Background: an optimization exercise with open tools, aiming at small area. Do not read the settings as production practice. Where RTL was checked, it was by simulation tests only, not by an equivalence proof against the original. Power and IR drop assume default switching activity.

## usb_cdl
module usb_cdl(
    input logic clk,
    input logic n_rst,
    input logic hsel,
    input logic [7:0] haddr,
    input logic [1:0] hsize,
    input logic [1:0] htrans,
    input logic [2:0] hburst,
    input logic hwrite,
    input logic [31:0] hwdata,
    output logic [31:0] hrdata,
    output logic hresp,
    output logic hready,
    input logic dplus_in,
    input logic dminus_in,
    output logic dplus_out,
    output logic dminus_out,
    output logic d_mode
);
    logic [2:0] rx_packet;
    logic rx_data_ready, rx_transfer_active, rx_error, flush, store_rx_packet_data;
    logic [2:0] tx_packet;
    logic tx_data_ready, tx_transfer_active, tx_error, get_tx_packet_data;
    logic get_rx_data, store_rx_data, get_tx_data, store_tx_data, clear;
    logic [6:0] buffer_occupancy;
    logic [7:0] rx_data, tx_data, tx_packet_data, rx_packet_data;
    ahb_lite_slave_cdl DUT1(
		.clk(clk), .n_rst(n_rst),
        .rx_packet(rx_packet),
        .rx_data_ready(rx_data_ready),
        .rx_transfer_active(rx_transfer_active),
        .rx_error(rx_error),
        .buffer_occupancy(buffer_occupancy),
        .tx_transfer_active(tx_transfer_active),
        .tx_error(tx_error),
        .rx_data(rx_data),
        .get_rx_data(get_rx_data),
        .store_tx_data(store_tx_data),
        .tx_data(tx_data),
        .clear(clear),
        .tx_packet(tx_packet),
        .d_mode(d_mode),
        .hsel(hsel),
        .haddr(haddr),
        .hsize(hsize),
        .htrans(htrans),
        .hburst(hburst),
        .hwrite(hwrite),
        .hwdata(hwdata),
        .hrdata(hrdata),
        .hresp(hresp),
        .hready(hready)
    );
    usb_rx DUT2 (
		.clk(clk), .n_rst(n_rst),
        .dplus_in(dplus_in),
        .dminus_in(dminus_in),
        .buffer_occupancy(buffer_occupancy),
        .rx_packet(rx_packet),
        .rx_data_ready(rx_data_ready),
        .rx_transfer_active(rx_transfer_active),
        .rx_error(rx_error),
  ...
Size in the first run: about 2,100 cells after synthesis, about 700 flip-flops.
==> module usb_rx, before the edit <==
module usb_rx (
    input logic clk,
    input logic n_rst,
    input logic dplus_in,
    input logic dminus_in,
    input logic [6:0] buffer_occupancy,
    output logic [2:0] rx_packet,
    output logic rx_data_ready,
    output logic rx_transfer_active,
    output logic rx_error,
    output logic flush,
    output logic store_rx_packet_data,
    output logic [7:0] rx_packet_data
);
    localparam logic [3:0] S_IDLE = 4'd0, S_SYNC_WAIT = 4'd1, S_MATCH = 4'd2, S_TOKEN = 4'd3,
                           S_MATCH_ERR = 4'd4, S_HS = 4'd5, S_DATA = 4'd6, S_INOUT = 4'd7,
                           S_STORE = 4'd8, S_DATA_WAIT = 4'd9, S_EOP1 = 4'd10, S_EOP2 = 4'd11,
                           S_PACK = 4'd12, S_EOP_ERROR = 4'd13, S_ERROR = 4'd14;
    logic dp_meta, dp_s, dm_meta, dm_s, dp_prev, dec_prev;
    logic [2:0] q1;
    logic [3:0] c2;
    logic [3:0] cc;
    logic [3:0] state, nxt_state;
    logic [2:0] nxt_pid;
    logic active, shift_en, byte_received, d_edge, eop, d_orig;
    logic addr_en, eop_en, address_comp, eop_1_comp, eop_comp;
    assign shift_en = q1 == 3'd4;
    assign byte_received = c2[3];
    assign d_edge = dp_prev & !dp_s;
    assign eop = !dm_s & !dp_s;
    assign d_orig = !(dp_s ^ dec_prev);
    assign address_comp = cc == 4'd15 && q1 == 3'd3;
    assign eop_1_comp = cc == 4'd8;
    assign eop_comp = cc == 4'd0;
    always_ff @(posedge clk, negedge n_rst) begin
        if (!n_rst) begin
            dp_meta <= 1'b1;
            dp_s <= 1'b1;
            dm_meta <= 1'b0;
            dm_s <= 1'b0;
            dp_prev <= 1'b0;
            dec_prev <= 1'b1;
            rx_packet_data <= 8'hff;
            q1 <= 3'd0;
            c2 <= 4'd0;
            cc <= 4'd0;
            state <= S_IDLE;
            rx_packet <= 3'd0;
        end else begin
            dp_meta <= dplus_in;
            dp_s <= dp_meta;
            dm_meta <= dminus_in;
            dm_s <= dm_meta;
            dp_prev <= dp_s;
            if (!active) dec_prev <= 1'b1;
            else if (shift_en) dec_prev <= dp_s;
            if (shift_en) rx_packet_data <= {rx_packet_data[6:0], d_orig};
            q1 <= active ? q1 + 3'd1 : 3'd0;
            if (!active) c2 <= 4'd0;
            else if (shift_en) c2 <= c2[3] ? 4'd1 : c2 + 4'd1;
            if (!active || (addr_en && address_comp)) cc <= 4'd0;
            else if ((addr_en && shift_en) || eop_en) cc <= cc + 4'd1;
            state <= nxt_state;
            rx_packet <= nxt_pid;
        end
    end
    always_comb begin
        nxt_state = state;
        nxt_pid = 3'd0;
        active = 1'b1;
        flush = 1'b0;
        rx_error = 1'b0;
        store_rx_packet_data = 1'b0;
        rx_data_ready = 1'b0;
        addr_en = 1'b0;
        eop_en = 1'b0;
        case (state)
            S_IDLE: begin
                active = 1'b0;
                if (d_edge) nxt_state = S_SYNC_WAIT;
            end
            S_SYNC_WAIT: begin
                flush = 1'b1;
                if (byte_received) nxt_state = S_MATCH;
                else if (eop) nxt_state = S_ERROR;
            end
            S_MATCH: begin
                if (rx_packet_data == 8'b00000001) nxt_state = S_TOKEN;
                else begin
                    rx_error = 1'b1;
                    nxt_state = S_MATCH_ERR;
                end
            end
            S_TOKEN: begin
                case (rx_packet_data)
                    8'b00011110: begin nxt_state = S_INOUT; nxt_pid = 3'b010; end
                    8'b10010110: begin nxt_state = S_INOUT; nxt_pid = 3'b001; end
                    8'b00111100: begin nxt_state = S_DATA; nxt_pid = 3'b011; end
                    8'b10110100: begin nxt_state = S_DATA; nxt_pid = 3'b100; end
                    8'b00101101: begin nxt_state = S_HS; nxt_pid = 3'b101; end
                    8'b10100101: begin nxt_state = S_HS; nxt_pid = 3'b111; end
                    8'b11100001: begin nxt_state = S_HS; nxt_pid = 3'b000; end
                    default: begin
                        if (eop && !byte_received) begin
                            rx_error = 1'b1;
                            nxt_state = S_ERROR;
                        end else if (eop) nxt_state = S_EOP1;
                    end
                endcase
            end
            S_MATCH_ERR: begin
                rx_error = 1'b1;
                if (eop) nxt_state = S_EOP1;
            end
            S_HS: nxt_state = S_EOP1;
            S_DATA: begin
                if (eop || buffer_occupancy == 7'd64) nxt_state = S_ERROR;
                else if (byte_received) nxt_state = S_STORE;
            end
            S_INOUT: begin
                addr_en = 1'b1;
                if (address_comp) nxt_state = S_EOP1;
                else if (eop) nxt_state = S_ERROR;
            end
            S_STORE: begin
                store_rx_packet_data = 1'b1;
                if (eop) nxt_state = S_EOP1;
                else if (buffer_occupancy == 7'd64) nxt_state = S_ERROR;
                else nxt_state = S_DATA_WAIT;
            end
            S_DATA_WAIT: begin
                if (byte_received) nxt_state = S_STORE;
                else if (eop) nxt_state = S_EOP1;
            end
            S_EOP1: begin
                eop_en = 1'b1;
                if (eop_1_comp) nxt_state = eop ? S_EOP2 : S_EOP_ERROR;
            end
            S_EOP2: begin
                eop_en = 1'b1;
                if (eop_comp && eop) nxt_state = S_PACK;
            end
            S_PACK: begin
                rx_data_ready = 1'b1;
                nxt_state = S_IDLE;
            end
            S_EOP_ERROR: begin
                active = 1'b0;
                rx_error = 1'b1;
                if (d_edge) nxt_state = S_MATCH;
            end
            S_ERROR: begin
                active = 1'b0;
                rx_error = 1'b1;
                flush = 1'b1;
                if (d_edge) nxt_state = S_MATCH;
            end
            default: ;
        endcase
    end
    assign rx_transfer_active = active;
endmodule
Settings: LEC_CHECK=0, CAP_MARGIN=20, CORE_MARGIN=2, CORE_UTILIZATION=65, CTS_BUF_LIST=sky130_fd_sc_hd__clkbuf_8, CTS_CLUSTER_DIAMETER=50, CTS_CLUSTER_SIZE=16, SLEW_MARGIN=20, SYNTH_HIERARCHICAL=1, CTS_ARGS=-sink_clustering_enable -repair_clock_nets -sink_clustering_size 14 -sink_clustering_max_diameter 50 -buf_list sky130_fd_sc_hd__clkbuf_8 -dont_use_dummy_load, BUFFER_PORTS_ARGS=-buffer_cell sky130_fd_sc_hd__buf_1; clock period 10.0 ns.
standard.sh (not shown) runs the stock make flow with config.mk's settings and CLKGATE_MAP_FILE= SYNTH_SCRIPT=/design/flow/synth_recipe.tcl, a recipe that flattens the netlist after the stock synthesis.
==> flow/flow/run.sh <==
#!/bin/bash
# Own layout flow: the standard flow (standard.sh) with a smaller clock
# tree (sink clusters of up to 14 flip-flops under clkbuf_8 leaf buffers, no
# dummy loads) and minimum-size port buffers. Each tool's log stays under
# orfs/logs; standard.sh's own output goes to standard.log.
set -e
cat >> config.mk <<'EOC'
export CTS_ARGS = -sink_clustering_enable -repair_clock_nets -sink_clustering_size 14 -sink_clustering_max_diameter 50 -buf_list sky130_fd_sc_hd__clkbuf_8 -dont_use_dummy_load
export BUFFER_PORTS_ARGS = -buffer_cell sky130_fd_sc_hd__buf_1
EOC
bash standard.sh > standard.log 2>&1
Change:
--- a/flow/design.v
+++ b/flow/design.v
@@ -13,8 +13,19 @@
     output logic [7:0] rx_packet_data
 );
-    localparam logic [3:0] S_IDLE = 4'd0, S_SYNC_WAIT = 4'd1, S_MATCH = 4'd2, S_TOKEN = 4'd3,
-                           S_MATCH_ERR = 4'd4, S_HS = 4'd5, S_DATA = 4'd6, S_INOUT = 4'd7,
-                           S_STORE = 4'd8, S_DATA_WAIT = 4'd9, S_EOP1 = 4'd10, S_EOP2 = 4'd11,
-                           S_PACK = 4'd12, S_EOP_ERROR = 4'd13, S_ERROR = 4'd14;
+    localparam logic [3:0] S_IDLE = 4'd0,
+                           S_SYNC_WAIT = 4'd14,
+                           S_MATCH = 4'd6,
+                           S_TOKEN = 4'd10,
+                           S_MATCH_ERR = 4'd9,
+                           S_HS = 4'd4,
+                           S_DATA = 4'd12,
+                           S_INOUT = 4'd7,
+                           S_STORE = 4'd8,
+                           S_DATA_WAIT = 4'd13,
+                           S_EOP1 = 4'd3,
+                           S_EOP2 = 4'd11,
+                           S_PACK = 4'd15,
+                           S_EOP_ERROR = 4'd1,
+                           S_ERROR = 4'd2;
     logic dp_meta, dp_s, dm_meta, dm_s, dp_prev, dec_prev;
     logic [2:0] q1;
Effect: Worst hold slack is better by 0.011 ns; count of clock-buffer cells in the layout does not change; first-iteration DRC count climbs by a few percent; total power is about the same; sequential power hardly moves; core utilization stays flat; fmax climbs slightly.
The RTL of the first run of this note was laid out without a check of its function.

==> static timing again, ports no longer ideal <==
The flow's constraints put no driver on any port. The routed layouts listed below were extracted and timed again, unchanged, in two steps.
Step 1 (the two cells are an assumption about what drives the block):
set clk [get_ports {clk}]
set_driving_cell -lib_cell sky130_fd_sc_hd__clkbuf_16 $clk
set_driving_cell -lib_cell sky130_fd_sc_hd__buf_2 [delete_from_list [all_inputs] $clk]
Step 2 times the ports against the registers' clock, not the clock port: input delays grow and output delays shrink by t, the midpoint of the rising clock arrivals with the driver on.
Slacks: ideal ports / drivers / drivers and shift; pairs: ideal ports / drivers.
run | t (ns) | slack for setup (ns) | worst data-port slew with drivers (ns)
the first run | 0.741 | 3.966 / 3.945 / 3.945 | 0.04
the second run | 0.738 | 4.062 / 4.042 / 4.042 | 0.03
After both steps every run listed still meets setup and hold. For the first run, which loses most, drivers alone change the setup slack by -0.021 ns; drivers and shift together by -0.021 ns.
